Background: an optimization exercise with open tools, aiming at small area, a short achievable clock period and few clock cycles per item. Do not read the settings as production practice.
At most, simulation tests tie the RTL to the original design; equivalence was not proved.
Only the layout flow was run in runs 4 to 6; the RTL was not checked for function there.
No activity file was given, so power comes from the tool's default toggle rates. The flow treats the clock pin as an ideal source, which a real chip does not have.

### config.mk
export PLATFORM = sky130hd
export DESIGN_NAME = dut
export DESIGN_NICKNAME = dut
export VERILOG_FILES = /design/flow/design.v
export SDC_FILE = /design/flow/constraint.sdc
export NUM_CORES = 8
export LEC_CHECK = 0
export CAP_MARGIN = 40
export CORE_MARGIN = 2
export CORE_UTILIZATION = 50
export PLACE_DENSITY = 0.6
export SLEW_MARGIN = 40
### constraint.sdc
create_clock -name core_clock -period 9.0 [get_ports {clk}]
set_input_delay 1.8000 -clock core_clock [delete_from_list [all_inputs] [get_ports {clk}]]
set_output_delay 1.8000 -clock core_clock [all_outputs]
set_load 0.01 [all_outputs]
### design.v
`timescale 1ns/1ps
module dut(
    clk    ,
    rst_n  ,
    addr   ,
    din    ,
    rw     ,
    enable ,
    dout   ,
    txd    ,
    tx_vld ,
    rxd    ,
    rx_vld
);
input         clk    ;
input         rst_n  ;
input  [7:0 ] addr   ;
input  [31:0] din    ;
input         rw     ;
input         enable ;
output [31:0] dout   ;
input  [7:0 ] rxd    ;
input         rx_vld ;
output [7:0 ] txd    ;
output        tx_vld ;
reg  [31:0] dout ;
reg  [7:0 ] txd  ;
reg         tx_vld ;
wire write = (rw == 1'b0) && (enable == 1'b1);
reg         pkt_en ;
reg  [9:0 ] min_pkt_size ;
reg  [9:0 ] max_pkt_size ;
always @(posedge clk or negedge rst_n) begin
    if (!rst_n) begin
        pkt_en       <= 1'b0;
        min_pkt_size <= 10'd64;
        max_pkt_size <= 10'd512;
    end
    else if (write) begin
        if (addr == 8'h0)
            pkt_en <= din[0];
        if ((addr == 8'h4) && (din[9:0] >= 10'd64) && (din[9:0] < max_pkt_size))
            min_pkt_size <= din[9:0];
        if ((addr == 8'h8) && (din[9:0] <= 10'd512) && (din[9:0] > min_pkt_size))
            max_pkt_size <= din[9:0];
    end
end
always @(*) begin
    case (addr)
        8'h0    : dout = {31'h0, pkt_en};
        8'h4    : dout = {22'h0, min_pkt_size};
        8'h8    : dout = {22'h0, max_pkt_size};
        default : dout = 32'h0;
    endcase
end
reg  [4095:0] line ;
always @(posedge clk)
    line <= {line[4087:0], rxd};
reg         rx_prev ;    
reg  [9:0 ] cnt ;        
reg         hdr_ok ;
reg  [4:0 ] tap ;        
reg         pend ;
reg  [3:0 ] wait_cnt ;
wire        frame_end = rx_prev & ~rx_vld;
wire        accept    = hdr_ok & (cnt < max_pkt_size) & (cnt >= min_pkt_size - 10'd1);
wire        start     = (frame_end & accept & (cnt[3:0] == 4'hf)) | (pend & (wait_cnt == 4'd1));
wire [9:0 ] cnt_rx    = rx_prev ? cnt + {9'd0, ~cnt[9]} : 10'd0;
always @(posedge clk or negedge rst_n) begin
    if (!rst_n) begin
        rx_prev <= 1'b0;
        pend    <= 1'b0;
        tx_vld  <= 1'b0;
    end
    else begin
        rx_prev <= rx_vld;
        if (frame_end & accept & (cnt[3:0] != 4'hf))
            pend <= 1'b1;
        else if (start)
            pend <= 1'b0;
        if (start)
            tx_vld <= 1'b1;
        else if (tx_vld & (cnt == 10'd0))
            tx_vld <= 1'b0;
    end
end
always @(posedge clk) begin
    if (rx_vld) begin
        cnt <= cnt_rx;
        tap <= cnt_rx[8:4];
        if (!rx_prev)
            hdr_ok <= pkt_en & (rxd == 8'h55);
        else if (cnt == 10'd0)
            hdr_ok <= hdr_ok & (rxd == 8'hd5);
    end
    else if (tx_vld)
        cnt <= cnt - 10'd1;
    if (frame_end)
        wait_cnt <= ~cnt[3:0];
    else
        wait_cnt <= wait_cnt - 4'd1;
end
reg  [7:0 ] tap_data ;
integer     i ;
always @(*) begin
    tap_data = line[63*8 +: 8];
    for (i = 4; i < 32; i = i + 1)
        if (tap == i)
            tap_data = line[(16*i+15)*8 +: 8];
end
always @(posedge clk)
    txd <= tap_data;
endmodule
### run.sh
#!/bin/bash
# synth_recipe.tcl (not shown) runs the flow's synth.tcl, then flattens the netlist and writes it again
# the make line also repeats each setting of config.mk as NAME=value (left out here)
make -C /OpenROAD-flow-scripts/flow DESIGN_CONFIG=/design/flow/config.mk WORK_HOME=/design/flow/orfs CLKGATE_MAP_FILE= SYNTH_SCRIPT=/design/flow/synth_recipe.tcl finish
==> impl_metrics.toml, run 1 <==
[status]
outcome = "finished clean"

[sta]
hold_violations = 0
min_period_over_period_pct = 63.6
clock-skew-final_ns = 0.0687
tightest_slew_ns = 0.837
finalCriticalPeriod_ns = 5.72
fmax_mhz = 175
fin_tns_setup_ns = 0
fin_ws_ns = 3.28
setup_viol = 0
rsz0062_at_grt = "false"
maxSlewViolCount = 0
slew_headroom_pct = 44.0

[power_and_ir_drop]
total_leakage_power_nw = 42.0
power_density_nw_per_um2 = 334
peakVddDrop_v = 0.000250

[cts]
cts_max_level = 5
cts_buffer_depth = 4
tritoncts = "built"
clkLatencyLatePin_ns = 0.93
clock_sinks = 4148
ctsHoldBuffers = 0
ctsResizeCount = 0
cts_made_buffers = 368
cts.clk_slew.worst_paths_ns = 0.06
post-cts-setup-buffer-count = 0
root_buffer = "clkbuf_16"

[route]
firstDrtPassIters = 4
drc_errors = 0
dr.first_iter.drc_count = 1675
wl_per_cell_um = 15.1
wl_mm = 120
vias = 33700
ant_nets = 0
viasPerCell = 4.23

[logic_synthesis]
synth-compound-area-share_pct = 2.15
synth_top_family_by_area = "compound AO/OA/AOI/OAI gates"
avgSynthCellArea_um2 = 17.9
synthSimpleGateAreaFrac_pct = 1.69
synth_top_area_share_pct = 92.5
async_flop_share_pct = 0.579
synth_fa_ha_area_share_pct = 0.647
yosysSeqAreaShare_pct = 93.7
synth_top_area_cell = "dfxtp_1"
synth_cell_type_count = 82
netlist_instances = 4977
synth-seq-cells = 4148
yosys-mux-area-fraction_pct = 0.951
synth_edf_count = 16
synth-xor-area-share_pct = 0.197
yosys_warnings = 1
synthFlopType = "dfxtp_1"
synthTopCellsByArea = "dfxtp_1, ha_1, dfrtp_1"
syn_area_um2 = 88900

[die]
start_util_pct = 50.4
rows = 154
io_pins = 94
die_h_um = 426
die_x_um = 426
coreArea_um2 = 176000
dieArea_um2 = 181000

[critical_path]
path_cells = "clkdlybuf4s50_1, nor4_1, nand2_1, nor3b_4, a22o_1, clkdlybuf4s50_1"
cp.required_ns = 7.20
critPathLaunchType = "input pin"
path_max_fanout = 10
rr_worst_depth = 9
worst_path_max_delay_cell = "clkdlybuf4s50_1"
worstPathArrival_ns = 3.92
crit_type = "in -> out"
worstSetupEndpointType = "primary output"
critPathMaxStageDelay_ns = 0.56
timing.critical_path.mode_cell = "clkdlybuf4s50_1"

[placed_design]
port_buffers = 49
place_ws_ns = 3.27
gp_congestion = 0.758
post-dp-hpwl_mm = 66.4

[cells_and_area]
nets = 5447
multiInputGateArea_um2 = 5110
nFillCells = 13000
seqCellArea_um2 = 83300
drive_gt1_share_pct = 11.7
area_growth_pct = 17.4

[global_routing]
grt_first_pass_wirelength_mm = 188
grt_usage_pct = 13.4
overflow = 0
grt_max_degree = 80
grt_pass1_vias = 33900
antenna_found_initial = 8

[worst_hold_path]
hold_path_class = "reg -> reg"
hold_path_depth = 0

[job]
cap_viol_max_count = 0
-- Yosys cell counts, types with 15 or more instances --
cell type,instances
inv_1,38
a21oi_1,61
mux2i_1,35
buf_2,29
buf_4,22
o21ai_0,58
nor2b_1,23
nor2_1,63
dfrtp_1,22
o22ai_1,15
ha_1,46
nand3_1,27
nand2_1,61
mux2_2,32
edfxtp_1,16
dfxtp_1,4108
clkbuf_1,29
nand2b_1,18
nor3_1,27
a211oi_1,16
-- cell usage in the layout (no fill, tap or decap), types with 31 or more instances in the layout --
cell,instances
a21oi_1,61
bufinv_16,31
clkbuf_1,74
clkbuf_16,379
clkbuf_8,81
clkdlybuf4s50_1,47
clkinv_2,70
dfxtp_1,4108
ha_1,46
inv_1,37
mux2_2,32
mux2i_1,35
nand2_1,60
nor2_1,63
o21ai_0,58
-- metal layers --
layer  track usage [%]  vias up  wire, µm
met2              19.3      582     50300
li1                  -    16700         -
met3              3.18      338      5050
met1              19.2    16100     60500
met5                 0        -        12
met4              5.97        2      4160
-- sequential cells by signal (all words and copies together), names as in the netlist --
| name | cells |
|---|---|
| cnt | 10 |
| hdr_ok | 1 |
| line | 4096 |
| max_pkt_size | 10 |
| min_pkt_size | 10 |
| pend | 1 |
| pkt_en | 1 |
| rx_prev | 1 |
| tap | 5 |
| tx_vld | 1 |
| txd | 8 |
| wait_cnt | 4 |
-- area by class of cell --
type | instances | area share (%)
Inverter | 38 | 0.137
Sequential cell | 4148 | 79.8
Timing Repair Buffer | 67 | 0.613
Clock inverter | 115 | 1.34
Multi-Input combinational cell | 725 | 4.89
Tap cell | 2340 | 2.80
Antenna cell | 2 | 0.00479
Clock buffer | 534 | 10.4
-- worst max-delay path, delay by kind of cell --
kind	cells	cell delay, ns
AOI/OAI and AO/OA	1	0.23
buffers and inverters	2	0.96
and+or+nand+nor	3	0.93
-- through the flow --
stage               hold WS, ns  std cells  area [µm²]  total power [mW]  util [%]
floorplan                 0.310       4998       89000              19.4         -
global placement          0.310       7318       92100              19.8      52.2
detailed placement        0.312       7318       92100              19.8      52.2
CTS                       0.272       7967      104000              35.2      59.2
global route              0.274       7967      104000              36.0      59.2
finish                    0.283       7969      104000              34.8      59.2
-- worst paths after layout --
kind / from / end / slack (ns)
setup reg to reg: tap[1]$_DFFE_PP_ / txd[5]$_DFF_P_ / 5.40
max in group asynchronous: rst_n / rx_prev$_DFF_PN0_ / 7.64
min in group asynchronous: rst_n / max_pkt_size[7]$_DFFE_PN0P_ / 0.94
hold reg to reg: line[2689]$_DFF_P_ / line[2697]$_DFF_P_ / 0.28
hold / removal: line[2689]$_DFF_P_ / line[2697]$_DFF_P_ / 0.28
setup / recovery: addr[5] / dout[9] / 3.28
-- power by group --
group / switching, mW / leakage [nW] / total [mW] / internal (mW)
registers: 0.110 / 33.7 / 18.6 / 18.5
logic: 0.466 / 2.18 / 0.728 / 0.262
clock network: 6.22 / 6.08 / 15.5 / 9.26
-- logic make-up after synthesis --
logic type	count (synthesis)
flip-flops	4148
multiplexers	73
other	1
AO/OA/AOI/OAI	280
buffers and inverters	125
adder cells (fa/ha/maj)	46
XOR/XNOR	20
AND/OR/NAND/NOR	284
Testbench counts, summed over its fixed seeds: cycles 100,898, frames 156.
==> run 2: changes to the inputs <==
--- a/config.mk
+++ b/config.mk
@@ -8,5 +8,9 @@
 export CAP_MARGIN = 40
 export CORE_MARGIN = 2
-export CORE_UTILIZATION = 50
-export PLACE_DENSITY = 0.6
+export CORE_UTILIZATION = 60
+export CTS_BUF_LIST = sky130_fd_sc_hd__clkbuf_8
+export CTS_CLUSTER_DIAMETER = 50
+export CTS_CLUSTER_SIZE = 20
+export PLACE_DENSITY = 0.7
+export SETUP_SLACK_MARGIN = 5
 export SLEW_MARGIN = 40
==> run 2 against run 1 <==
Compared with the run above:
- still clean
- clock skew decreased by 0.029 ns
- sequential share of layout area increased by 7.8 points
- critical path depth increased by 2
- global-route usage increased by 1.9 points
- utilization increased by 5.4 points
- final cell count decreased by 9.8%
- power decreased by 24%
==> impl_metrics.toml, run 2 <==
[logic_synthesis]
ys_top_cells_by_count = "dfxtp_1, nor2_1, a21oi_1, nand2_1, o21ai_0"
synth_top_area_cell = "dfxtp_1"
synthTopCellsByArea = "dfxtp_1, ha_1, dfrtp_1"
yosys_warnings = 1
yosysSeqAreaShare_pct = 93.7
yosysMostFrequentCell = "dfxtp_1"
synth_top_area_share_pct = 92.5
syn_area_um2 = 88900
synth_edf_count = 16
netlist_instances = 4977
synth-seq-cells = 4148
synthFlopType = "dfxtp_1"
async_flop_share_pct = 0.579
synth_cell_type_count = 82
avgSynthCellArea_um2 = 17.9

[route]
wl_mm = 114
ant_nets = 0
dr.first_iter.drc_count = 1438
drc_errors = 0
vias = 32400
wl_per_cell_um = 15.9
viasPerCell = 4.50
firstDrtPassIters = 5

[cells_and_area]
area_growth_pct = 7.01
largest_reg_flops = 4096
final_cell_mix = "dfxtp_1, clkbuf_8, nor2_1, a21oi_1, nand2_1"
drive_gt1_share_pct = 6.87
layout_commonest_cell = "dfxtp_1"
nets = 5318
final_util_pct = 64.5
regMostFlops = "line"
nFillCells = 9995
fin_area_um2 = 95200

[job]
cap_viol_max_count = 0

[sta]
setup_viol = 0
rsz0062_at_grt = "true"
finalCriticalPeriod_ns = 4.79
min_period_over_period_pct = 53.2
fin_tns_setup_ns = 0
fmax_mhz = 209
tightest_slew_ns = 0.842
hold_violations = 0
slew_headroom_pct = 43.0
clock-skew-final_ns = 0.0400
maxSlewViolCount = 0
holdWs_ns = 0.302

[global_routing]
use_met3_pct = 3.57
use_met1_pct = 22.2
busiest_layer = "met2"
grt_first_pass_wirelength_mm = 178
grt.met2_usage_pct = 22.4
antenna_found_initial = 5
grt_usage_pct = 15.2
overflow = 0
grt_pass1_vias = 32400
grt_max_degree = 111

[critical_path]
worstSetupEndpointType = "primary output"
worstPathArrival_ns = 2.99
cp.required_ns = 7.20
critPathLaunchType = "input pin"
crit_type = "in -> out"
path_max_fanout = 5

[power_and_ir_drop]
total_leakage_power_nw = 37.8
combPwrFrac_pct = 2.7
cell_internal_pwr_mw = 21.2
peakVddDrop_v = 0.000212
p_seq_share_pct = 69.9
total_power_mw = 26.6
clkPwrFrac_pct = 27.4
sw_frac_of_total_pct = 20.6
p_switching_mw = 5.48
power_density_nw_per_um2 = 280

[status]
outcome = "finished clean"

[cts]
cts_buffer_depth = 3
ctsHoldBuffers = 0
tritoncts = "built"
clkLatencyLatePin_ns = 0.97
cts.clk_slew.worst_paths_ns = 0.10
cts_made_buffers = 229
cts_max_level = 4
root_buffer = "clkbuf_8"
clock_sinks = 4148

[die]
dieArea_um2 = 151000
start_util_pct = 60.3
die_h_um = 389
die_x_um = 389
coreArea_um2 = 147000
rows = 141
io_pins = 94

[worst_hold_path]
hold_path_class = "reg -> reg"

[placed_design]
post-dp-hpwl_mm = 67.5
port_buffers = 49
place_area_um2 = 91700
gp_congestion = 0.787
[run 2: final timing paths]
| path | start | end | slack [ns] | depth (start not counted) |
|---|---|---|---|---|
| worst min-delay path | line[410]$_DFF_P_ | line[418]$_DFF_P_ | 0.30 | 0 |
| worst min register to register | line[410]$_DFF_P_ | line[418]$_DFF_P_ | 0.30 | 0 |
| min in group asynchronous | rst_n | min_pkt_size[7]$_DFFE_PN0P_ | 0.84 | 1 |
| worst max register to register | tap[1]$_DFFE_PP_ | txd[0]$_DFF_P_ | 5.33 | 8 |
| max in group asynchronous | rst_n | min_pkt_size[1]$_DFFE_PN0P_ | 7.74 | 1 |
| worst max-delay path | addr[6] | dout[8] | 4.21 | 8 |
[run 2: what timing repair did]
action	CTS	global route
cloned	1	0
endpoints found under the setup margin	10	10
gates resized for setup	66	1
buffers inserted	6	1
pin swaps	7	2
[run 2: kinds of logic (layout without fill, tap and decap cells)]
logic type,count (synthesis),in the layout,synth area share [%]
and+or+nand+nor,284,284,1.69
buffers and inverters,125,379,0.686
DFF,4148,4148,93.7
AOI/OAI and AO/OA,280,280,2.15
muxes,73,73,0.951
other,1,26,0.00422
xor gates and xnor gates,20,20,0.197
adders and majority gates,46,46,0.647
[run 2: cell type report]
class | instances | area, µm² | area share [%]
Antenna cell | 4 | 10.0 | 0.0105
Clock buffer | 232 | 3190 | 3.35
Clock inverter | 32 | 278 | 0.292
Inverter | 38 | 143 | 0.150
Multi-Input combinational cell | 725 | 5120 | 5.38
Sequential cell | 4148 | 83300 | 87.5
Tap cell | 1930 | 2410 | 2.54
Timing Repair Buffer | 77 | 703 | 0.739
[run 2: power by group through the flow]
stage	Combinational (mW)	Clock, mW	Sequential (mW)
final	0.724	7.29	18.6
after global routing	0.790	8.18	18.7
after CTS	0.722	7.54	18.6
after detailed placement	0.722	0	19.0
after global placement	0.697	0	19.0
after floorplan	0.455	0	19.0
[run 2: critical path, cell delays in order]
cell and delay, ns:
buf_6 0.09, nor4_4 0.27, nand2_2 0.14, nor3_4 0.17, buf_4 0.15, buf_12 0.10, a22o_1 0.13, buf_2 0.13
[run 2: metal layers]
layer	wire length [µm]	part of all wire (%)
met1	57800	51
met2	47900	42
met3	5430	4.8
met4	3090	2.7
met5	0	0
[run 2: metrics by stage]
step	instances	setup slack (ns)
after global placement	6909	3.30
after CTS	7181	4.14
after floorplan	4998	4.42
final	7186	4.21
after global routing	7185	4.13
after detailed placement	6910	3.31
==> run 3: changes to the inputs <==
--- a/config.mk
+++ b/config.mk
@@ -9,7 +9,7 @@
 export CORE_MARGIN = 2
 export CORE_UTILIZATION = 60
-export CTS_BUF_LIST = sky130_fd_sc_hd__clkbuf_8
+export CTS_BUF_LIST = sky130_fd_sc_hd__clkbuf_16
 export CTS_CLUSTER_DIAMETER = 50
-export CTS_CLUSTER_SIZE = 20
+export CTS_CLUSTER_SIZE = 30
 export PLACE_DENSITY = 0.7
 export SETUP_SLACK_MARGIN = 5
==> run 3 against run 2 <==
Compared with the run above:
- critical endpoint unchanged
- sequential share of layout area shrank 2.4 points
- largest power group unchanged
- register-to-register slack lost 0.04 ns
- via count grew 0.61%
- still clean on timing, DRC and antenna
- worst hold slack gained 0.0046 ns
- power grew 9.7%
- critical path depth is the same
- largest cell class unchanged
- utilization grew 1.8 points
==> impl_metrics.toml, run 3 <==
[status]
outcome = "finished clean"

[critical_path]
critPathLaunchType = "input pin"
path_max_fanout = 5
worstSetupEndpointType = "primary output"
critPathMaxStageDelay_ns = 0.27
worstPathArrival_ns = 2.99
crit_type = "in -> out"
cp.required_ns = 7.20
worst_path_max_delay_cell = "nor4_4"
path_cells = "buf_6, nor4_4, nand2_2, nor3_4, buf_4, buf_12, a22o_1, buf_2"

[power_and_ir_drop]
total_leakage_power_nw = 39.0
total_power_mw = 29.2
peakVddDrop_v = 0.000235
power_density_nw_per_um2 = 299

[cts]
tritoncts = "built"
cts_max_level = 4
clkLatencyLatePin_ns = 0.83
root_buffer = "clkbuf_16"
cts.clk_slew.worst_paths_ns = 0.10
cts_buffer_depth = 3
clock_sinks = 4148
ctsHoldBuffers = 0
cts_made_buffers = 184

[sta]
fmax_mhz = 209
fin_tns_setup_ns = 0
hold_violations = 0
slew_headroom_pct = 42.2
holdWs_ns = 0.306
tightest_slew_ns = 0.864
clock-skew-final_ns = 0.0289
min_period_over_period_pct = 53.2
maxSlewViolCount = 0
setup_viol = 0
rsz0062_at_grt = "true"
finalCriticalPeriod_ns = 4.79
fin_ws_ns = 4.21

[placed_design]
placed_cells = 6910
post-dp-hpwl_mm = 67.5
place_ws_ns = 3.31
gp_congestion = 0.787
port_buffers = 49
place_area_um2 = 91700

[logic_synthesis]
synth_top_area_share_pct = 92.5
async_flop_share_pct = 0.579
ys_top_cells_by_count = "dfxtp_1, nor2_1, a21oi_1, nand2_1, o21ai_0"
yosysSeqAreaShare_pct = 93.7
synthTopCellsByArea = "dfxtp_1, ha_1, dfrtp_1"
netlist_instances = 4977
synth_edf_count = 16
synth_top_area_cell = "dfxtp_1"
syn_area_um2 = 88900
yosysMostFrequentCell = "dfxtp_1"
synthFlopType = "dfxtp_1"
yosys_warnings = 1
avgSynthCellArea_um2 = 17.9
synth-seq-cells = 4148
synth_cell_type_count = 82

[worst_hold_path]
hold_path_class = "reg -> reg"

[route]
wl_mm = 119
firstDrtPassIters = 8
ant_nets = 0
drc_errors = 0
vias = 32600
wl_per_cell_um = 16.5
dr.first_iter.drc_count = 1617
viasPerCell = 4.50

[die]
die_h_um = 389
dieArea_um2 = 151000
start_util_pct = 60.3
io_pins = 94
die_x_um = 389
rows = 141
coreArea_um2 = 147000

[global_routing]
grt_usage_pct = 15.8
overflow = 0
grt_pass1_vias = 32900
antenna_found_initial = 4
grt_first_pass_wirelength_mm = 184
grt_max_degree = 111

[cells_and_area]
fin_area_um2 = 97800
instances_no_fill = 7234
drive_gt1_share_pct = 7.56
regMostFlops = "line"
area_growth_pct = 9.97
final_cell_mix = "dfxtp_1, clkbuf_16, nor2_1, a21oi_1, nand2_1"
largest_reg_flops = 4096
nets = 5273
layout_commonest_cell = "dfxtp_1"
final_util_pct = 66.3

[job]
cap_viol_max_count = 0
-- run 3: worst max-delay path: cells and delay by family --
family / cells / cell delay [ns]
and+or+nand+nor: 3 / 0.57
AOI/OAI and AO/OA: 1 / 0.13
buffers and inverters: 4 / 0.48
-- run 3: power breakdown --
group / internal [mW] / total (mW) / switching, mW / leakage, nW
clock network: 4.24 / 9.87 / 5.63 / 2.99
logic: 0.263 / 0.729 / 0.466 / 2.27
registers: 18.5 / 18.6 / 0.111 / 33.7
total: 23.0 / 29.2 / 6.21 / 39.0
-- run 3: final timing paths --
path | startpoint | to | slack [ns] | cells after the start
hold reg to reg | line[315]$_DFF_P_ | line[323]$_DFF_P_ | 0.31 | 0
max in group asynchronous | rst_n | min_pkt_size[1]$_DFFE_PN0P_ | 7.62 | 1
setup reg to reg | tap[1]$_DFFE_PP_ | txd[0]$_DFF_P_ | 5.29 | 8
setup / recovery | addr[6] | dout[8] | 4.21 | 8
hold / removal | line[315]$_DFF_P_ | line[323]$_DFF_P_ | 0.31 | 0
min in group asynchronous | rst_n | min_pkt_size[7]$_DFFE_PN0P_ | 0.97 | 1
-- run 3: kinds of logic after synthesis --
family	share of synthesized area (%)
buf+inv	0.686
other cells	0.00422
flops	93.7
compound gates	2.15
fa+ha+maj	0.647
xor+xnor	0.197
simple gates	1.69
mux	0.951
-- run 3: layer usage --
layer | wire length, µm | up-vias | GRT usage, %
met4 | 3570 | 2 | 5.83
li1 | - | 16200 | -
met1 | 58600 | 15500 | 22.6
met5 | 13 | - | 0
met3 | 5470 | 256 | 3.40
met2 | 51700 | 559 | 24.1
-- run 3: area by class of cell --
| type | count | area (µm²) |
|---|---|---|
| Antenna cell | 3 | 7.51 |
| Clock buffer | 189 | 4730 |
| Clock inverter | 124 | 1380 |
| Fill cell | 9634 | 49700 |
| Inverter | 38 | 143 |
| Multi-Input combinational cell | 725 | 5120 |
| Sequential cell | 4148 | 83300 |
| Tap cell | 1930 | 2410 |
| Timing Repair Buffer | 77 | 703 |
-- run 3: timing repair --
item,4_1_cts,5_1_grt
pin swaps,7,2
setup endpoints to repair,10,10
resized for setup,66,1
setup buffers,6,1
cloned,1,0
==> run 4: changes to the inputs <==
==> design.v (replaced) <==
`timescale 1ns/1ps
module dut(
    clk    ,
    rst_n  ,
    addr   ,
    din    ,
    rw     ,
    enable ,
    dout   ,
    txd    ,
    tx_vld ,
    rxd    ,
    rx_vld
);
input         clk    ;
input         rst_n  ;
input  [7:0 ] addr   ;
input  [31:0] din    ;
input         rw     ;
input         enable ;
output [31:0] dout   ;
input  [7:0 ] rxd    ;
input         rx_vld ;
output [7:0 ] txd    ;
output        tx_vld ;
reg  [7:0 ] txd  ;
reg         tx_vld ;
function lt10;
    input [9:0] a;
    input [9:0] b;
    integer k;
    reg r;
    begin
        r = 1'b0;
        for (k = 0; k < 10; k = k + 1)
            r = (~a[k] & b[k]) | ((~a[k] | b[k]) & r);
        lt10 = r;
    end
endfunction
reg         pkt_en ;
reg  [8:0 ] min_pkt_size ;    
reg  [9:0 ] max_pkt_size ;
wire        write = ~rw & enable;
wire [9:0 ] d     = din[9:0];
always @(posedge clk or negedge rst_n) begin
    if (!rst_n) begin
        pkt_en       <= 1'b0;
        min_pkt_size <= 9'd64;
        max_pkt_size <= 10'd512;
    end
    else if (write) begin
        if (addr == 8'h0)
            pkt_en <= d[0];
        if ((addr == 8'h4) && (|d[9:6]) && lt10(d, max_pkt_size))
            min_pkt_size <= d[8:0];
        if ((addr == 8'h8) && (~d[9] | ~|d[8:0]) && lt10({1'b0, min_pkt_size}, d))
            max_pkt_size <= d;
    end
end
wire        sel_hi = ~|{addr[7:4], addr[1:0]};
wire        sel0   = sel_hi & ~addr[3] & ~addr[2];
wire        sel4   = sel_hi & ~addr[3] &  addr[2];
wire        sel8   = sel_hi &  addr[3] & ~addr[2];
assign dout = {22'h0, ({10{sel8}} & max_pkt_size) |
                      ({10{sel4}} & {1'b0, min_pkt_size}) |
                      {9'h0, sel0 & pkt_en}};
reg  [4095:0] line ;
always @(posedge clk)
    line <= {line[4087:0], rxd};
reg         rx_prev ;    
reg         second ;     
reg  [9:0 ] cnt ;        
reg         over ;       
reg         hdr_ok ;
reg  [4:0 ] tap ;        
reg         pend ;
reg  [3:0 ] wait_cnt ;
wire        frame_end = rx_prev & ~rx_vld;
wire        accept    = pkt_en & hdr_ok & ~over & ~lt10(max_pkt_size, cnt) &
                        ~lt10(cnt, {1'b0, min_pkt_size});
wire        aligned   = (cnt[3:0] == 4'h0);
wire        start     = (frame_end & accept & aligned) | (pend & (wait_cnt == 4'h0));
always @(posedge clk or negedge rst_n) begin
    if (!rst_n) begin
        rx_prev <= 1'b0;
        pend    <= 1'b0;
        tx_vld  <= 1'b0;
    end
    else begin
        rx_prev <= rx_vld;
        if (frame_end & accept & ~aligned)
            pend <= 1'b1;
        else if (start)
            pend <= 1'b0;
        if (start)
            tx_vld <= 1'b1;
        else if (cnt == 10'd1)
            tx_vld <= 1'b0;
    end
end
always @(posedge clk) begin
    second <= rx_vld & ~rx_prev;
    if (rx_vld) begin
        tap <= cnt[8:4];
        if (!rx_prev) begin
            cnt  <= 10'd1;
            over <= 1'b0;
        end
        else begin
            cnt  <= cnt + 10'd1;
            over <= over | cnt[9];
        end
        if (second)
            hdr_ok <= (line[7:0] == 8'h55) & (rxd == 8'hd5);
    end
    else if (tx_vld)
        cnt <= cnt - 10'd1;
    if (frame_end)
        wait_cnt <= ~cnt[3:0];
    else
        wait_cnt <= wait_cnt - 4'd1;
end
reg  [7:0 ] tap_data ;
integer     i ;
always @(*) begin
    tap_data = 8'h0;
    for (i = 3; i < 32; i = i + 1)
        tap_data = tap_data | (line[(16*i+15)*8 +: 8] & {8{tap == i}});
end
always @(posedge clk)
    txd <= tap_data;
endmodule
--- a/config.mk
+++ b/config.mk
@@ -9,7 +9,7 @@
 export CORE_MARGIN = 2
 export CORE_UTILIZATION = 60
-export CTS_BUF_LIST = sky130_fd_sc_hd__clkbuf_16
+export CTS_BUF_LIST = sky130_fd_sc_hd__clkbuf_8
 export CTS_CLUSTER_DIAMETER = 50
-export CTS_CLUSTER_SIZE = 30
+export CTS_CLUSTER_SIZE = 20
 export PLACE_DENSITY = 0.7
 export SETUP_SLACK_MARGIN = 5
==> run 4 against run 3 <==
Compared with the run above:
- utilization shrank 1.1 points
- critical endpoint unchanged
- non-clock buffer count grew 8
- final cell count shrank 3.8%
- setup slack lost 0.0061 ns
- die area shrank 2.1%
- sequential power is essentially flat
- flip-flop and latch count grew 1
- register-to-register slack gained 0.36 ns
- power shrank 8.8%
- count of clock-buffer cells in the layout grew 46
- fmax shrank 0.13%
- via count shrank 4.9%
==> impl_metrics.toml, run 4 <==
[placed_design]
port_buffers = 49
place_area_um2 = 90000
post-dp-hpwl_mm = 67.5
gp_congestion = 0.804

[global_routing]
grt_max_degree = 38
grt_first_pass_wirelength_mm = 170
grt_pass1_vias = 30500
antenna_found_initial = 16
grt_usage_pct = 15.2
overflow = 0

[die]
dieArea_um2 = 148000
rows = 139
io_pins = 94
coreArea_um2 = 144000
die_x_um = 385
start_util_pct = 60.5
die_h_um = 385

[sta]
slew_headroom_pct = 37.1
fmax_mhz = 209
fin_tns_setup_ns = 0
setup_viol = 0
maxSlewViolCount = 0
hold_violations = 0
rsz0062_at_grt = "true"
tightest_slew_ns = 0.940
finalCriticalPeriod_ns = 4.79
clock-skew-final_ns = 0.0369
min_period_over_period_pct = 53.2

[logic_synthesis]
synth_cell_type_count = 74
syn_area_um2 = 87100
ys_top_cells_by_count = "dfxtp_1, nor2_1, a22oi_1"
synth_edf_count = 17
synthFlopType = "dfxtp_1"
netlist_instances = 4724
synthTopCellsByArea = "dfxtp_1, dfrtp_1, edfxtp_1"
yosys_warnings = 1
synth-seq-cells = 4149
async_flop_share_pct = 0.554
synth_top_area_cell = "dfxtp_1"
avgSynthCellArea_um2 = 18.4
yosysSeqAreaShare_pct = 95.7
yosysMostFrequentCell = "dfxtp_1"
synth_top_area_share_pct = 94.5

[cts]
tritoncts = "built"
cts.clk_slew.worst_paths_ns = 0.10
cts_max_level = 4
root_buffer = "clkbuf_8"
clock_sinks = 4149
cts_buffer_depth = 3
cts_made_buffers = 232
clkLatencyLatePin_ns = 0.96

[route]
vias = 31000
viasPerCell = 4.45
wl_mm = 112
drc_errors = 0
firstDrtPassIters = 7
wl_per_cell_um = 16.0
ant_nets = 0
dr.first_iter.drc_count = 1403

[critical_path]
worstSetupEndpointType = "primary output"
startpoint = "addr[0]"
endpoint = "dout[8]"
reg2reg_from = "tap[0]$_DFFE_PP_"
crit_type = "in -> out"
path_max_fanout = 5
cp.required_ns = 7.20
critPathLaunchType = "input pin"
worstPathArrival_ns = 2.99
r2r_end = "txd[0]$_DFF_P_"
rr_worst_depth = 9
reg2reg_setup_slack_ns = 5.65

[status]
outcome = "finished clean"

[cells_and_area]
drive_gt1_share_pct = 7.19
regMostFlops = "line"
layout_commonest_cell = "dfxtp_1"
largest_reg_flops = 4096
final_cell_mix = "dfxtp_1, clkbuf_8, a22oi_1, nand2_1, nor2_1"
area_growth_pct = 7.70
top_regs = "line x4096, cnt x10, max_pkt_size x10"
fin_area_um2 = 93800
nets = 5070

[power_and_ir_drop]
power_density_nw_per_um2 = 284
total_power_mw = 26.7
total_leakage_power_nw = 37.2
peakVddDrop_v = 0.000214

[job]
cap_viol_max_count = 0

[worst_hold_path]
hold_path_class = "reg -> reg"
[run 4: layer usage]
| layer | wire [µm] | up-vias | track usage [%] |
|---|---|---|---|
| met2 | 45100 | 611 | 21.7 |
| li1 | - | 15400 | - |
| met3 | 5020 | 254 | 3.07 |
| met1 | 57900 | 14700 | 22.9 |
| met5 | 13 | - | 0 |
| met4 | 3520 | 2 | 6.03 |
[run 4: cell families after synthesis]
kind of cell    count (synthesis)  synth area share [%]
compound gates                208                  1.74
xor+xnor                        6                0.0604
fa+ha+maj                      12                 0.155
buf+inv                        82                 0.467
flops                        4149                  95.7
mux                            31                 0.410
other cells                     1               0.00431
simple gates                  235                  1.43
[run 4: layout make-up]
| type | instances | area (µm²) |
|---|---|---|
| Sequential cell | 4149 | 83300 |
| Fill cell | 9516 | 50100 |
| Multi-Input combinational cell | 514 | 3480 |
| Clock buffer | 235 | 3230 |
| Tap cell | 1903 | 2380 |
| Timing Repair Buffer | 85 | 718 |
| Clock inverter | 35 | 479 |
| Inverter | 29 | 109 |
| Antenna cell | 7 | 17.5 |
[run 4: timing repair]
action | CTS | global route
cloned | 1 | 0
buffers inserted | 7 | 3
hold buffers | 0 | 0
pin swaps | 6 | 5
endpoints found under the setup margin | 10 | 10
gates resized for setup | 69 | 2
[run 4: critical path: stages]
cell,delay [ns]
buf_6,0.10
nor4_4,0.31
nand2_2,0.11
nor3b_4,0.24
buf_6,0.15
a22o_1,0.16
buf_6,0.11
[run 4: worst min-delay path by stage]
stage	startpoint	to	slack [ns]	depth (start not counted)
2_1_floorplan	line[992]$_DFF_P_	line[1000]$_DFF_P_	0.31	0
3_3_place_gp	line[2240]$_DFF_P_	line[2248]$_DFF_P_	0.31	0
3_5_place_dp	line[1574]$_DFF_P_	line[1582]$_DFF_P_	0.31	0
4_1_cts	line[2077]$_DFF_P_	line[2085]$_DFF_P_	0.30	0
5_1_grt	line[1768]$_DFF_P_	line[1776]$_DFF_P_	0.31	0
6_report	line[1768]$_DFF_P_	line[1776]$_DFF_P_	0.31	0
[run 4: stage by stage]
| step | utilization [%] | hold WS [ns] | std cells | setup WS, ns |
|---|---|---|---|---|
| finish | 65.2 | 0.307 | 6957 | 4.21 |
| global route | 65.2 | 0.310 | 6952 | 4.12 |
| CTS | 65.2 | 0.303 | 6947 | 4.22 |
| detailed placement | 62.6 | 0.312 | 6669 | 3.31 |
| global placement | 62.5 | 0.310 | 6669 | 3.37 |
| floorplan | - | 0.310 | 4745 | 4.43 |
[run 4: report_power, final]
group / switching [mW] / internal, mW
sequential: 0.0893 / 18.5
clock: 4.95 / 2.59
combinational: 0.374 / 0.144
==> run 5: changes to the inputs <==
--- a/config.mk
+++ b/config.mk
@@ -6,4 +6,5 @@
 export NUM_CORES = 8
 export LEC_CHECK = 0
+export ABC_CLOCK_PERIOD_IN_PS = 500
 export CAP_MARGIN = 40
 export CORE_MARGIN = 2
==> run 5 against run 4 <==
Compared with the run above:
- critical path type unchanged
- largest power group unchanged
- combinational power about the same
- largest cell class unchanged
- global-route usage unchanged
- still clean on timing, DRC and antenna
- synthesized area is the same
- critical path depth did not move
- worst hold slack did not move
- count of clock-buffer cells in the layout stayed put
==> impl_metrics.toml, run 5 <==
[power_and_ir_drop]
power_density_nw_per_um2 = 284
total_leakage_power_nw = 37.2
total_power_mw = 26.7
peakVddDrop_v = 0.000214

[sta]
rsz0062_at_grt = "true"
fin_ws_ns = 4.21
clock-skew-final_ns = 0.0369
tightest_slew_ns = 0.940
slew_headroom_pct = 37.1
maxSlewViolCount = 0
fin_tns_setup_ns = 0
min_period_over_period_pct = 53.2
hold_violations = 0
setup_viol = 0
holdWs_ns = 0.307
finalCriticalPeriod_ns = 4.79
fmax_mhz = 209

[die]
die_h_um = 385
coreArea_um2 = 144000
io_pins = 94
start_util_pct = 60.5
die_x_um = 385
dieArea_um2 = 148000
rows = 139

[cells_and_area]
final_cell_mix = "dfxtp_1, clkbuf_8, a22oi_1, nand2_1, nor2_1"
area_growth_pct = 7.70
top_regs = "line x4096, cnt x10, max_pkt_size x10"
fin_area_um2 = 93800
instances_no_fill = 6957
largest_reg_flops = 4096
seqCellArea_um2 = 83300
multiInputGateArea_um2 = 3480
regMostFlops = "line"
drive_gt1_share_pct = 7.19
nFillCells = 9516
layout_commonest_cell = "dfxtp_1"
final_util_pct = 65.2
nets = 5070

[cts]
cts_made_buffers = 232
clock_sinks = 4149
cts.clk_slew.worst_paths_ns = 0.10
ctsHoldBuffers = 0
tritoncts = "built"
root_buffer = "clkbuf_8"
cts_buffer_depth = 3
clkLatencyLatePin_ns = 0.96
cts_max_level = 4

[placed_design]
placed_cells = 6669
gp_congestion = 0.804
post-dp-hpwl_mm = 67.5
place_ws_ns = 3.31
port_buffers = 49
place_area_um2 = 90000

[critical_path]
rr_worst_depth = 9
critPathLaunchType = "input pin"
path_max_fanout = 5
crit_type = "in -> out"
worstPathArrival_ns = 2.99
cp.required_ns = 7.20
worstSetupEndpointType = "primary output"

[route]
firstDrtPassIters = 7
route.met2.wl_mm = 45.1
wl_mm = 112
drt-met1-wl_mm = 57.9
dr.max_layer_used = "met5"
wl_met3_mm = 5.02
dr.first_iter.drc_count = 1403
ant_nets = 0
viasPerCell = 4.45
vias = 31000
drc_errors = 0
wl_per_cell_um = 16.0

[global_routing]
grt_first_pass_wirelength_mm = 170
grt_max_degree = 38
antenna_found_initial = 16
overflow = 0
grt_pass1_vias = 30500
grt_usage_pct = 15.2

[worst_hold_path]
hold_path_class = "reg -> reg"
hold_path_depth = 0

[logic_synthesis]
netlist_instances = 4724
async_flop_share_pct = 0.554
synth_cell_type_count = 74
synthFlopType = "dfxtp_1"
synth-seq-cells = 4149
syn_area_um2 = 87100
yosys_warnings = 1
yosysSeqAreaShare_pct = 95.7
yosysMostFrequentCell = "dfxtp_1"
ys_top_cells_by_count = "dfxtp_1, nor2_1, a22oi_1"
avgSynthCellArea_um2 = 18.4
synth_top_area_cell = "dfxtp_1"
synth_top_area_share_pct = 94.5
synthTopCellsByArea = "dfxtp_1, dfrtp_1, edfxtp_1"
synth_edf_count = 17

[status]
outcome = "finished clean"

[job]
cap_viol_max_count = 0
-- run 5: cell counts after synthesis --
Identical to the previous run, type by type.
-- run 5: what timing repair did --
item,4_1_cts,5_1_grt
setup endpoints to repair,10,10
cloned,1,0
pin swaps,6,5
setup buffers,7,3
gates resized for setup,69,2
-- run 5: layout make-up --
class	count	share of cell area (%)
multi-input cells	514	3.71
flip-flops and latches	4149	88.9
well taps	1903	2.54
repair buffers	85	0.766
inverters	29	0.116
clock inverters	35	0.511
clock buffers	235	3.45
diodes	7	0.0187
-- run 5: cells by family (layout without fill, tap and decap cells) --
group	after synthesis	after routing	synth area share (%)
AND/OR/NAND/NOR	235	235	1.43
adder cells (fa/ha/maj)	12	12	0.155
multiplexers	31	31	0.410
other	1	29	0.00431
flip-flops	4149	4149	95.7
AO/OA/AOI/OAI	208	208	1.74
buffers and inverters	82	384	0.467
XOR/XNOR	6	6	0.0604
-- run 5: worst max-delay path: stages --
cell     delay, ns
buf_6         0.10
nor4_4        0.31
nand2_2       0.11
nor3b_4       0.24
buf_6         0.15
a22o_1        0.16
buf_6         0.11
-- run 5: per-layer routing --
layer / track usage (%) / vias up
met5: 0 / -
met4: 6.03 / 2
met3: 3.07 / 254
met2: 21.7 / 611
met1: 22.9 / 14700
li1: - / 15400
-- run 5: power breakdown --
part	total [mW]	switching, mW	leakage [nW]	internal, mW
Clock	7.53	4.95	1.93	2.59
Combinational	0.519	0.374	1.56	0.144
Sequential	18.6	0.0893	33.7	18.5
-- run 5: worst paths after layout --
path,slack [ns],end,startpoint
worst max-delay path,4.21,dout[8],addr[0]
worst min-delay path,0.31,line[1776]$_DFF_P_,line[1768]$_DFF_P_
worst max register to register,5.65,txd[0]$_DFF_P_,tap[0]$_DFFE_PP_
worst min register to register,0.31,line[1776]$_DFF_P_,line[1768]$_DFF_P_
max in group asynchronous,7.84,max_pkt_size[1]$_DFFE_PN0P_,rst_n
min in group asynchronous,0.79,max_pkt_size[6]$_DFFE_PN0P_,rst_n
==> run 6: changes to the inputs <==
--- a/design.v
+++ b/design.v
@@ -58,11 +58,13 @@
     end
 end
-wire        sel_hi = ~|{addr[7:4], addr[1:0]};
-wire        sel0   = sel_hi & ~addr[3] & ~addr[2];
-wire        sel4   = sel_hi & ~addr[3] &  addr[2];
-wire        sel8   = sel_hi &  addr[3] & ~addr[2];
-assign dout = {22'h0, ({10{sel8}} & max_pkt_size) |
-                      ({10{sel4}} & {1'b0, min_pkt_size}) |
-                      {9'h0, sel0 & pkt_en}};
+assign dout[31:10] = 22'h0;
+dout_bit3 u_dout0 (.a(addr), .r0(pkt_en), .r1(min_pkt_size[0]), .r2(max_pkt_size[0]), .y(dout[0]));
+genvar g;
+generate
+    for (g = 1; g < 9; g = g + 1) begin : g_dout
+        dout_bit2 u_dout (.a(addr), .r1(min_pkt_size[g]), .r2(max_pkt_size[g]), .y(dout[g]));
+    end
+endgenerate
+dout_bit1 u_dout9 (.a(addr), .r2(max_pkt_size[9]), .y(dout[9]));
 reg  [4095:0] line ;
 always @(posedge clk)
@@ -131,2 +133,20 @@
     txd <= tap_data;
 endmodule
+module dout_bit3(a, r0, r1, r2, y);
+input  [7:0] a;
+input        r0, r1, r2;
+output       y;
+assign y = ~|{a[7:4], a[1:0]} & (a[3] ? (~a[2] & r2) : (a[2] ? r1 : r0));
+endmodule
+module dout_bit2(a, r1, r2, y);
+input  [7:0] a;
+input        r1, r2;
+output       y;
+assign y = ~|{a[7:4], a[1:0]} & (a[3] ? (~a[2] & r2) : (a[2] & r1));
+endmodule
+module dout_bit1(a, r2, y);
+input  [7:0] a;
+input        r2;
+output       y;
+assign y = ~|{a[7:4], a[2:0]} & a[3] & r2;
+endmodule
--- a/config.mk
+++ b/config.mk
@@ -6,5 +6,4 @@
 export NUM_CORES = 8
 export LEC_CHECK = 0
-export ABC_CLOCK_PERIOD_IN_PS = 500
 export CAP_MARGIN = 40
 export CORE_MARGIN = 2
@@ -16,2 +15,4 @@
 export SETUP_SLACK_MARGIN = 5
 export SLEW_MARGIN = 40
+export SYNTH_HIERARCHICAL = 1
+export SYNTH_MINIMUM_KEEP_SIZE = 0
==> run 6 against run 5 <==
Compared with the run above:
- final cell count fell by 0.16%
- highest routed layer is now met4
- still clean
- clock power fell by 1%
- flip-flop and latch count did not move
- sequential power barely moved
- via count fell by 0.98%
- synthesized area barely moved
- routed wire length fell by 0.32%
- utilization rose by 0.078 points
- register-to-register slack improved by 0.19 ns
- fmax rose by 0.82%
- final area rose by 0.12%
==> impl_metrics.toml, run 6 <==
[route]
drc_errors = 0
ant_nets = 0
wl_per_cell_um = 16.0
wl_mm = 111
dr.first_iter.drc_count = 1369
firstDrtPassIters = 5
vias = 30700
viasPerCell = 4.41

[worst_hold_path]
whs_endpoint = "line[1645]$_DFF_P_"
hold_path_depth = 0
hold_path_class = "reg -> reg"
hold_start = "line[1637]$_DFF_P_"

[global_routing]
grt_usage_pct = 15.2
grt_first_pass_wirelength_mm = 170
grt_max_degree = 31
overflow = 0
antenna_found_initial = 13
grt_pass1_vias = 30000

[critical_path]
reg2reg_from = "tap[1]$_DFFE_PP_"
path_max_fanout = 11
worstPathArrival_ns = 2.95
crit_type = "in -> out"
rr_worst_depth = 7
worstSetupEndpointType = "primary output"
reg2reg_setup_slack_ns = 5.84
critPathLaunchType = "input pin"
cp.required_ns = 7.20
r2r_end = "txd[5]$_DFF_P_"

[cells_and_area]
layout_commonest_cell = "dfxtp_1"
final_cell_mix = "dfxtp_1, clkbuf_8, a22oi_1, nand2_1, inv_1"
drive_gt1_share_pct = 7.53
multiInputGateArea_um2 = 3770
nFillCells = 9516
largest_reg_flops = 4096
top_regs = "line x4096, cnt x10, max_pkt_size x10"
area_growth_pct = 7.75
seqCellArea_um2 = 83300
regMostFlops = "line"
nets = 5061

[logic_synthesis]
synthFlopType = "dfxtp_1"
ys_top_cells_by_count = "dfxtp_1, nor2_1, a22oi_1"
yosys_warnings = 7
yosysSeqAreaShare_pct = 95.7
synthTopCellsByArea = "dfxtp_1, dfrtp_1, edfxtp_1"
syn_area_um2 = 87100
synth-seq-cells = 4149
synth_top_area_cell = "dfxtp_1"
avgSynthCellArea_um2 = 18.5
netlist_instances = 4719
synth_cell_type_count = 71
synth_edf_count = 17
yosysMostFrequentCell = "dfxtp_1"
async_flop_share_pct = 0.554
synth_top_area_share_pct = 94.4

[cts]
cts.clk_slew.worst_paths_ns = 0.11
tritoncts = "built"
cts_max_level = 4
clkLatencyLatePin_ns = 0.97
cts_buffer_depth = 3
root_buffer = "clkbuf_8"
cts_made_buffers = 231
clock_sinks = 4149

[sta]
fin_ws_ns = 4.25
hold_violations = 0
min_period_over_period_pct = 52.8
setup_viol = 0
slew_headroom_pct = 39.7
fin_tns_setup_ns = 0
rsz0062_at_grt = "true"
clock-skew-final_ns = 0.0446
maxSlewViolCount = 0
finalCriticalPeriod_ns = 4.75
fmax_mhz = 210
tightest_slew_ns = 0.904

[die]
die_x_um = 385
coreArea_um2 = 144000
dieArea_um2 = 148000
die_h_um = 385
start_util_pct = 60.6
io_pins = 94
rows = 139

[placed_design]
place_ws_ns = 2.99
port_buffers = 49
gp_congestion = 0.786
post-dp-hpwl_mm = 66.5

[power_and_ir_drop]
power_density_nw_per_um2 = 283
total_leakage_power_nw = 37.2
peakVddDrop_v = 0.000192

[status]
outcome = "finished clean"

[job]
cap_viol_max_count = 0
[run 6: cell count changes after synthesis, sizes merged, moves of 8 or more]
cell / before / now
nand3b: 6 / 20
a21oi: 28 / 17
nand2b: 17 / 8
a221oi: 7 / 24
or4: 2 / 11
mux2i: 12 / 22
nor2: 52 / 61
a22o: 25 / 14
buf: 36 / 25
a211oi: 8 / 0
[run 6: logic make-up after synthesis]
logic type | synth area share, %
DFF | 95.7
and+or+nand+nor | 1.52
AOI/OAI and AO/OA | 1.77
buffers and inverters | 0.427
muxes | 0.412
adders and majority gates | 0.171
xor gates and xnor gates | 0.0402
other | 0.00430
[run 6: modules after synthesis (local to each module, per instance)]
module	flops+latches	cell area (µm²)
dout_bit1	0	30.0
dout_bit3	0	45.0
dout_bit2	0	37.5
dut	4149	86800
[run 6: final cells by class]
class                           count  share of cell area [%]
Tap cell                         1903                    2.54
Clock inverter                     33                   0.414
Timing Repair Buffer               73                   0.672
Multi-Input combinational cell    514                    4.02
Inverter                           33                   0.132
Sequential cell                  4149                    88.8
Antenna cell                        7                  0.0187
Clock buffer                      234                    3.43
[run 6: how the worst max path moves through the flow]
stage	startpoint	endpoint	slack (ns)
final	addr[6]	dout[0]	4.25
after global routing	addr[6]	dout[0]	4.22
after CTS	addr[6]	dout[0]	4.25
after detailed placement	addr[5]	dout[0]	2.99
after global placement	addr[5]	dout[0]	3.02
after floorplan	addr[1]	dout[0]	4.51
[run 6: stage by stage]
stage                     instance area [µm²]  std cells  util [%]  total power, mW  hold WS, ns
final                                   93900       6946      65.3             26.5        0.310
after global placement                  90200       6671      62.7             19.5        0.310
after detailed placement                90200       6671      62.7             19.5        0.312
after CTS                               93800       6938      65.2             26.8        0.296
after floorplan                         87300       4740         -             19.2        0.310
after global routing                    93900       6944      65.3             27.5        0.313
[run 6: repair_timing]
item,in CTS,in global routing
cloned,0,0
resized for setup,97,8
pin swaps,3,5
setup buffers,0,1
hold buffers,0,0
endpoints found under the setup margin,10,10
[run 6: where the power goes]
group          total, mW  leakage [nW]  switching [mW]  internal, mW
Combinational      0.466          1.63           0.327         0.138
Sequential          18.6          33.7           0.108          18.5
Clock               7.45          1.88            4.91          2.54
Total               26.5          37.2            5.35          21.2
[run 6: routing by layer]
metal | up-vias | global-route usage [%] | part of all wire, %
met5 | - | 0 | 0
met4 | 0 | 5.00 | 2.3
met3 | 207 | 3.17 | 4.1
met2 | 496 | 22.4 | 42
met1 | 14600 | 22.6 | 51
li1 | 15400 | - | -
[run 6: critical path, cell delays in order]
cell     delay [ns]
buf_4          0.15
or4_4          0.53
nor4_4         0.15
o311a_1        0.20
buf_2          0.12
==> run 7: changes to the inputs <==
--- a/design.v
+++ b/design.v
@@ -59,12 +59,27 @@
 end
 assign dout[31:10] = 22'h0;
-dout_bit3 u_dout0 (.a(addr), .r0(pkt_en), .r1(min_pkt_size[0]), .r2(max_pkt_size[0]), .y(dout[0]));
+wire [9:0] dz76, dz54, dz10, dt8, dt4;
 genvar g;
 generate
-    for (g = 1; g < 9; g = g + 1) begin : g_dout
-        dout_bit2 u_dout (.a(addr), .r1(min_pkt_size[g]), .r2(max_pkt_size[g]), .y(dout[g]));
+    for (g = 0; g < 10; g = g + 1) begin : g_dout
+        g_nor2  u_z76 (.a(addr[7]), .b(addr[6]), .y(dz76[g]));
+        g_nor2  u_z54 (.a(addr[5]), .b(addr[4]), .y(dz54[g]));
+        g_nor2  u_z10 (.a(addr[1]), .b(addr[0]), .y(dz10[g]));
+        g_and3b u_t8  (.an(addr[2]), .b(addr[3]), .c(max_pkt_size[g]), .y(dt8[g]));
+        if (g == 0) begin : g_b0
+            wire t4, t0;
+            g_and3b u_t4 (.an(addr[3]), .b(addr[2]), .c(min_pkt_size[0]), .y(t4));
+            g_nor3b u_t0 (.a(addr[3]), .b(addr[2]), .cn(pkt_en), .y(t0));
+            g_o3111a u_y (.a1(dt8[0]), .a2(t4), .a3(t0), .b1(dz76[0]), .c1(dz54[0]), .d1(dz10[0]), .x(dout[0]));
+        end
+        else if (g < 9) begin : g_b
+            g_and3b u_t4 (.an(addr[3]), .b(addr[2]), .c(min_pkt_size[g]), .y(dt4[g]));
+            g_o2111a u_y (.a1(dt8[g]), .a2(dt4[g]), .b1(dz76[g]), .c1(dz54[g]), .d1(dz10[g]), .x(dout[g]));
+        end
+        else begin : g_b9
+            g_and4 u_y (.a(dt8[9]), .b(dz76[9]), .c(dz54[9]), .d(dz10[9]), .x(dout[9]));
+        end
     end
 endgenerate
-dout_bit1 u_dout9 (.a(addr), .r2(max_pkt_size[9]), .y(dout[9]));
 reg  [4095:0] line ;
 always @(posedge clk)
@@ -133,20 +148,32 @@
     txd <= tap_data;
 endmodule
-module dout_bit3(a, r0, r1, r2, y);
-input  [7:0] a;
-input        r0, r1, r2;
-output       y;
-assign y = ~|{a[7:4], a[1:0]} & (a[3] ? (~a[2] & r2) : (a[2] ? r1 : r0));
+module g_nor2(a, b, y);
+input a, b;
+output y;
+assign y = ~(a | b);
 endmodule
-module dout_bit2(a, r1, r2, y);
-input  [7:0] a;
-input        r1, r2;
-output       y;
-assign y = ~|{a[7:4], a[1:0]} & (a[3] ? (~a[2] & r2) : (a[2] & r1));
+module g_and3b(an, b, c, y);
+input an, b, c;
+output y;
+assign y = ~an & b & c;
 endmodule
-module dout_bit1(a, r2, y);
-input  [7:0] a;
-input        r2;
-output       y;
-assign y = ~|{a[7:4], a[2:0]} & a[3] & r2;
+module g_nor3b(a, b, cn, y);
+input a, b, cn;
+output y;
+assign y = ~(a | b | ~cn);
 endmodule
+module g_o2111a(a1, a2, b1, c1, d1, x);
+input a1, a2, b1, c1, d1;
+output x;
+assign x = (a1 | a2) & b1 & c1 & d1;
+endmodule
+module g_o3111a(a1, a2, a3, b1, c1, d1, x);
+input a1, a2, a3, b1, c1, d1;
+output x;
+assign x = (a1 | a2 | a3) & b1 & c1 & d1;
+endmodule
+module g_and4(a, b, c, d, x);
+input a, b, c, d;
+output x;
+assign x = a & b & c & d;
+endmodule
==> flow/run.sh (new file) <==
#!/bin/bash
# The standard layout, with two changes to how ORFS is driven:
#  - clock tree synthesis without dummy loads, with clkbuf_8 clusters of <= 20 sinks
#  - port buffers start as buf_1 (the resizer sizes them up where timing needs it)
set -euo pipefail
export CTS_ARGS="-sink_clustering_enable -repair_clock_nets -buf_list sky130_fd_sc_hd__clkbuf_8 -sink_clustering_size 20 -sink_clustering_max_diameter 50 -dont_use_dummy_load"
export BUFFER_PORTS_ARGS="-buffer_cell sky130_fd_sc_hd__buf_1"
bash standard.sh > flow_make.log 2>&1
==> standard.sh (new file) <==
#!/bin/bash
# synth_recipe.tcl (not shown) runs the flow's synth.tcl, then flattens the netlist and writes it again
# the make line also repeats each setting of config.mk as NAME=value (left out here)
make -C /OpenROAD-flow-scripts/flow DESIGN_CONFIG=/design/flow/config.mk WORK_HOME=/design/flow/orfs CLKGATE_MAP_FILE= SYNTH_SCRIPT=/design/flow/synth_recipe.tcl "${@:-finish}"
removed: run.sh
==> run 7 against run 6 <==
Compared with the run above:
- synthesized area increased by 0.40%
- global-route usage is 0.12 points higher
- worst hold slack got worse by 0.062 ns
- combinational power rose by 24%
- critical path depth unchanged
- non-clock buffer count up 11
- power is 0.80% lower
- largest power group unchanged
==> impl_metrics.toml, run 7 <==
[critical_path]
critPathMaxStageDelay_ns = 0.22
rr_worst_depth = 9
path_cells = "buf_16, and3b_1, nor3_2, nor2_2, buf_2"
cp.required_ns = 7.20
crit_type = "in -> out"
worst_path_max_delay_cell = "nor3_2"
worstSetupEndpointType = "primary output"
cp.buffers_inverters = 2
worstPathArrival_ns = 2.49
path_max_fanout = 5
critPathTopFamily = "simple AND/OR/NAND/NOR gates"
critPathLaunchType = "input pin"
path_depth = 5

[die]
die_x_um = 386
start_util_pct = 60.2
rows = 140
dieArea_um2 = 149000
io_pins = 94
coreArea_um2 = 145000
die_h_um = 386

[cells_and_area]
regMostFlops = "line"
nFillCells = 9750
drive_gt1_share_pct = 7.03
nets = 5109
area_growth_pct = 7.03
layout_commonest_cell = "dfxtp_1"
top_regs = "line x4096, cnt x10, max_pkt_size x10"
largest_reg_flops = 4096
instances_no_fill = 6976
final_cell_mix = "dfxtp_1, clkbuf_8, nor2_1, a22oi_1"

[global_routing]
antenna_found_initial = 12
overflow = 0
grt_first_pass_wirelength_mm = 171
grt_max_degree = 32
grt_usage_pct = 15.3
grt_pass1_vias = 30200

[sta]
rsz0062_at_grt = "true"
tightest_slew_ns = 0.897
setup_viol = 0
hold_violations = 0
fmax_mhz = 233
finalCriticalPeriod_ns = 4.29
slew_headroom_pct = 40.0
fin_tns_setup_ns = 0
min_period_over_period_pct = 47.7
maxSlewViolCount = 0
clock-skew-final_ns = 0.104

[cts]
cts.clk_slew.worst_paths_ns = 0.11
tritoncts = "built"
cts_max_level = 4
clkLatencyLatePin_ns = 0.94
clock_sinks = 4149
root_buffer = "clkbuf_8"
cts_buffer_depth = 3
cts_made_buffers = 235

[route]
wl_per_cell_um = 16.4
wl_mm = 114
viasPerCell = 4.47
drc_errors = 0
ant_nets = 0
vias = 31200
dr.first_iter.drc_count = 1527
firstDrtPassIters = 5

[logic_synthesis]
yosys_warnings = 7
ys_top_cells_by_count = "dfxtp_1, nor2_1, a22oi_1"
syn_area_um2 = 87500
async_flop_share_pct = 0.554
synthFlopType = "dfxtp_1"
avgSynthCellArea_um2 = 18.4
synthTopCellsByArea = "dfxtp_1, dfrtp_1, edfxtp_1"
synth_top_area_share_pct = 94.0
netlist_instances = 4766
yosysMostFrequentCell = "dfxtp_1"
synth_top_area_cell = "dfxtp_1"
synth_edf_count = 17
synth_cell_type_count = 76
synth-seq-cells = 4149
yosysSeqAreaShare_pct = 95.3

[power_and_ir_drop]
total_leakage_power_nw = 37.3
power_density_nw_per_um2 = 281
peakVddDrop_v = 0.000195

[placed_design]
port_buffers = 49
post-dp-hpwl_mm = 70.3
gp_congestion = 0.796
placed_cells = 6721

[status]
outcome = "finished clean"

[worst_hold_path]
hold_path_class = "reg -> reg"
hold_path_depth = 0

[job]
cap_viol_max_count = 0
## run 7: cell count changes after synthesis, moves of 14 or more
cell	delta
mux2_2	+21
nand2_1	-23
a21oi_1	+15
nand3_1	-14
nand3b_1	-19
and3b_1	+20
nor2_1	+20
## run 7: repair_timing
| action | CTS | global route |
|---|---|---|
| setup buffers | 3 | 0 |
| gates cloned | 4 | 2 |
| pin swaps | 10 | 2 |
| setup endpoints to repair | 10 | 10 |
| gates resized for setup | 30 | 12 |
| hold buffers | 0 | 0 |
## run 7: per-module statistics from Yosys (local to each module, per instance)
module,area (µm²),flops+latches
dut,87100,4149
g_o2111a,11.3,0
g_and3b,8.76,0
g_o3111a,18.8,0
g_and4,8.76,0
g_nor2,3.75,0
g_nor3b,12.5,0
## run 7: per-layer routing
layer  track usage (%)  vias to the layer above  share of wire, %
met5                 0                        -                 0
met4              5.86                        0               3.0
met3              3.28                      255               4.8
met2              21.8                      603                40
met1              23.0                    14800                52
li1                  -                    15500                 -
## run 7: worst reg2reg max path, delay by kind of cell (launching register included)
| family | cells | cell delay, ns |
|---|---|---|
| compound gates | 4 | 0.81 |
| buf+inv | 4 | 1.65 |
| flops | 1 | 0.34 |
| simple gates | 1 | 0.36 |
## run 7: final timing paths
| check | from | slack, ns | endpoint |
|---|---|---|---|
| max in group asynchronous | rst_n | 7.75 | min_pkt_size[6]$_DFFE_PN1P_ |
| hold reg to reg | line[202]$_DFF_P_ | 0.25 | line[210]$_DFF_P_ |
| hold / removal | line[202]$_DFF_P_ | 0.25 | line[210]$_DFF_P_ |
| setup reg to reg | tap[4]$_DFFE_PP_ | 5.76 | txd[6]$_DFF_P_ |
| min in group asynchronous | rst_n | 0.86 | rx_prev$_DFF_PN0_ |
| setup / recovery | addr[3] | 4.71 | dout[0] |
## run 7: through the flow
stage / setup slack (ns) / total power [mW] / area (µm²) / util [%] / hold WS (ns)
floorplan: 4.98 / 19.3 / 87600 / - / 0.310
global placement: 4.08 / 19.6 / 90100 / 62.0 / 0.310
detailed placement: 4.11 / 19.6 / 90100 / 62.1 / 0.312
CTS: 4.68 / 26.6 / 93500 / 64.4 / 0.252
global route: 4.64 / 27.2 / 93600 / 64.5 / 0.254
finish: 4.71 / 26.3 / 93600 / 64.5 / 0.248
## run 7: logic make-up after synthesis
family,after synthesis,synth area share [%]
flip-flops,4149,95.3
multiplexers,46,0.566
buffers and inverters,83,0.469
other,1,0.00429
adder cells (fa/ha/maj),11,0.144
AND/OR/NAND/NOR,259,1.61
XOR/XNOR,4,0.0401
AO/OA/AOI/OAI,213,1.89
## run 7: cell type report
| cell class | instances | area [µm²] | area share, % |
|---|---|---|---|
| Sequential cell | 4149 | 83300 | 89.0 |
| Multi-Input combinational cell | 555 | 3900 | 4.17 |
| Clock buffer | 235 | 3230 | 3.45 |
| Tap cell | 1917 | 2400 | 2.56 |
| Timing Repair Buffer | 84 | 624 | 0.667 |
| Inverter | 25 | 93.8 | 0.100 |
| Antenna cell | 11 | 27.5 | 0.0294 |
## run 7: power by group
part	switching (mW)	total, mW	internal [mW]
registers	0.0924	18.6	18.5
clock network	4.79	7.14	2.34
logic	0.427	0.580	0.153
Testbench counts of run 7, summed over its fixed seeds: cycles 100,898, frames 156.
==> run 8: changes to the inputs <==
==> flow/run.sh (replaced) <==
#!/bin/bash
# The standard layout, with two changes to how ORFS is driven:
#  - clock tree synthesis without dummy loads, with clkbuf_8 clusters of <= 20 sinks
#  - port buffers start as buf_1 (the resizer sizes them up where timing needs it)
set -euo pipefail
export CTS_ARGS="-sink_clustering_enable -repair_clock_nets -buf_list sky130_fd_sc_hd__clkbuf_16 -sink_clustering_size 32 -sink_clustering_max_diameter 60 -dont_use_dummy_load"
export BUFFER_PORTS_ARGS="-buffer_cell sky130_fd_sc_hd__buf_1"
bash standard.sh > flow_make.log 2>&1
==> run 8 against run 7 <==
Compared with the run above:
- clock power grew 14%
- still clean on timing, DRC and antenna
- largest cell class unchanged
- fmax hardly changed
- clock skew decreased by 0.0014 ns
==> impl_metrics.toml, run 8 <==
[critical_path]
worst_path_max_delay_cell = "nor3_2"
critPathLaunchType = "input pin"
path_max_fanout = 5
reg2reg_setup_slack_ns = 5.79
path_cells = "buf_16, and3b_1, nor3_2, nor2_2, buf_2"
cp.buffers_inverters = 2
critPathMaxStageDelay_ns = 0.22
critPathTopFamily = "simple AND/OR/NAND/NOR gates"
worstPathArrival_ns = 2.49
worstSetupEndpointType = "primary output"
cp.required_ns = 7.20
crit_type = "in -> out"

[sta]
tightest_slew_ns = 0.874
finalCriticalPeriod_ns = 4.29
fin_tns_setup_ns = 0
rsz0062_at_grt = "true"
clock-skew-final_ns = 0.103
setup_viol = 0
min_period_over_period_pct = 47.7
fmax_mhz = 233
hold_violations = 0
slew_headroom_pct = 41.5
maxSlewViolCount = 0

[global_routing]
grt_max_degree = 33
overflow = 0
grt_pass1_vias = 29900
grt_usage_pct = 15.5
grt_first_pass_wirelength_mm = 172
antenna_found_initial = 10

[cts]
tritoncts = "built"
cts_max_level = 4
ctsHoldBuffers = 0
cts.clk_slew.worst_paths_ns = 0.11
root_buffer = "clkbuf_16"
cts_buffer_depth = 3
clkLatencyLatePin_ns = 0.84
cts_made_buffers = 162
clock_sinks = 4149

[power_and_ir_drop]
power_density_nw_per_um2 = 289
total_power_mw = 27.3
total_leakage_power_nw = 37.6
peakVddDrop_v = 0.000211

[placed_design]
post-dp-hpwl_mm = 70.3
placed_cells = 6721
place_area_um2 = 90100
port_buffers = 49
gp_congestion = 0.796

[cells_and_area]
top_regs = "line x4096, cnt x10, max_pkt_size x10"
regMostFlops = "line"
nFillCells = 9640
nets = 5036
instances_no_fill = 6898
final_cell_mix = "dfxtp_1, clkbuf_16, nor2_1, a22oi_1"
layout_commonest_cell = "dfxtp_1"
largest_reg_flops = 4096
drive_gt1_share_pct = 5.67
area_growth_pct = 7.96
fin_area_um2 = 94400

[die]
dieArea_um2 = 149000
start_util_pct = 60.2
io_pins = 94
coreArea_um2 = 145000
rows = 140
die_h_um = 386
die_x_um = 386

[logic_synthesis]
synth_edf_count = 17
netlist_instances = 4766
yosys_warnings = 7
synth-seq-cells = 4149
synthFlopType = "dfxtp_1"
synth_top_area_share_pct = 94.0
yosysSeqAreaShare_pct = 95.3
syn_area_um2 = 87500
yosysMostFrequentCell = "dfxtp_1"
synth_top_area_cell = "dfxtp_1"
async_flop_share_pct = 0.554
avgSynthCellArea_um2 = 18.4
synth_cell_type_count = 76
synthTopCellsByArea = "dfxtp_1, dfrtp_1, edfxtp_1"
ys_top_cells_by_count = "dfxtp_1, nor2_1, a22oi_1"

[job]
cap_viol_max_count = 0

[route]
firstDrtPassIters = 5
vias = 30900
drc_errors = 0
ant_nets = 0
dr.first_iter.drc_count = 1523
viasPerCell = 4.48
wl_per_cell_um = 16.8
wl_mm = 116

[status]
outcome = "finished clean"

[worst_hold_path]
hold_path_class = "reg -> reg"
run 8: cell counts after synthesis:
Identical to the previous run, type by type.
run 8: timing repair:
item                                    CTS  global route
buffers inserted                          3             0
gates resized for setup                  30            12
endpoints found under the setup margin   10            10
cloned                                    4             2
pin swaps                                10             2
run 8: worst paths after layout:
kind                                        start                     endpoint  cells after the start
worst max-delay path                      addr[3]                      dout[0]                      5
worst min-delay path            line[318]$_DFF_P_            line[326]$_DFF_P_                      0
worst max register to register   tap[4]$_DFFE_PP_               txd[2]$_DFF_P_                      9
worst min register to register  line[318]$_DFF_P_            line[326]$_DFF_P_                      0
max in group asynchronous                   rst_n  max_pkt_size[9]$_DFFE_PN1P_                      2
min in group asynchronous                   rst_n            rx_prev$_DFF_PN0_                      2
run 8: cell type report:
class                      count  area, µm²  share of cell area, %
clock buffer                 162       4050                   4.29
tap                         1917       2400                   2.54
timing repair buffer          84        624                  0.661
sequential                  4149      83300                   88.3
multi-input combinational    555       3910                   4.14
inverter                      25       93.8                 0.0994
antenna                        6       15.0                 0.0159
run 8: routing by layer:
layer | GRT usage (%) | up-vias | part of all wire, %
li1 | - | 15400 | -
met1 | 23.3 | 14700 | 52
met2 | 22.3 | 511 | 41
met3 | 3.29 | 235 | 4.4
met4 | 5.48 | 0 | 2.8
met5 | 0 | - | 0
run 8: stage by stage:
stage / worst slack (ns) / util, % / hold WS, ns
floorplan: 4.98 / - / 0.310
global placement: 4.08 / 62.0 / 0.310
detailed placement: 4.11 / 62.1 / 0.312
CTS: 4.68 / 65.0 / 0.275
global route: 4.64 / 65.0 / 0.274
finish: 4.71 / 65.0 / 0.271
run 8: Yosys stat by module (local to each module, per instance):
module    cell area, µm²  flops+latches  cells
dut                87100           4149   4704
g_and3b             8.76              0      1
g_and4              8.76              0      1
g_nor2              3.75              0      1
g_nor3b             12.5              0      1
g_o2111a            11.3              0      1
g_o3111a            18.8              0      3
run 8: cell families (layout without fill, tap and decap cells):
group	count (synthesis)	after routing	synth area share [%]
fa+ha+maj	11	11	0.144
mux	46	46	0.566
flops	4149	4149	95.3
compound gates	213	213	1.89
simple gates	259	259	1.61
other cells	1	28	0.00429
buf+inv	83	271	0.469
xor+xnor	4	4	0.0401
run 8: where the power goes:
group | switching (mW) | internal (mW)
registers | 0.0928 | 18.5
logic | 0.429 | 0.154
clock network | 4.88 | 3.24

[static timing again, ports no longer ideal]
Ports are ideal in the flow. The routed layouts listed here were re-timed in OpenROAD.
Step 1, drivers: a clkbuf_16 drives clk and a buf_2 each remaining input, both assumed.
Step 2 also shifts input and output timing later by t, the mid clock arrival at the registers, as if the neighbouring blocks saw the same clock.
Slacks: no drivers / after step 1 / after step 2; pairs: no drivers / after step 1.
| run | t, ns | slack for setup (ns) |
|---|---|---|
| run 1 | 0.968 | 3.276 / 3.248 / 3.248 |
| run 2 | 1.019 | 4.208 / 4.177 / 4.177 |
| run 3 | 0.889 | 4.214 / 4.183 / 4.183 |
| run 4 | 1.018 | 4.208 / 4.175 / 4.175 |
| run 5 | 1.018 | 4.208 / 4.175 / 4.175 |
| run 6 | 1.019 | 4.247 / 4.223 / 4.223 |
| run 7 | 0.964 | 4.708 / 4.451 / 4.451 |
| run 8 | 0.850 | 4.708 / 4.451 / 4.451 |
After both steps setup and hold are still met in every run listed.
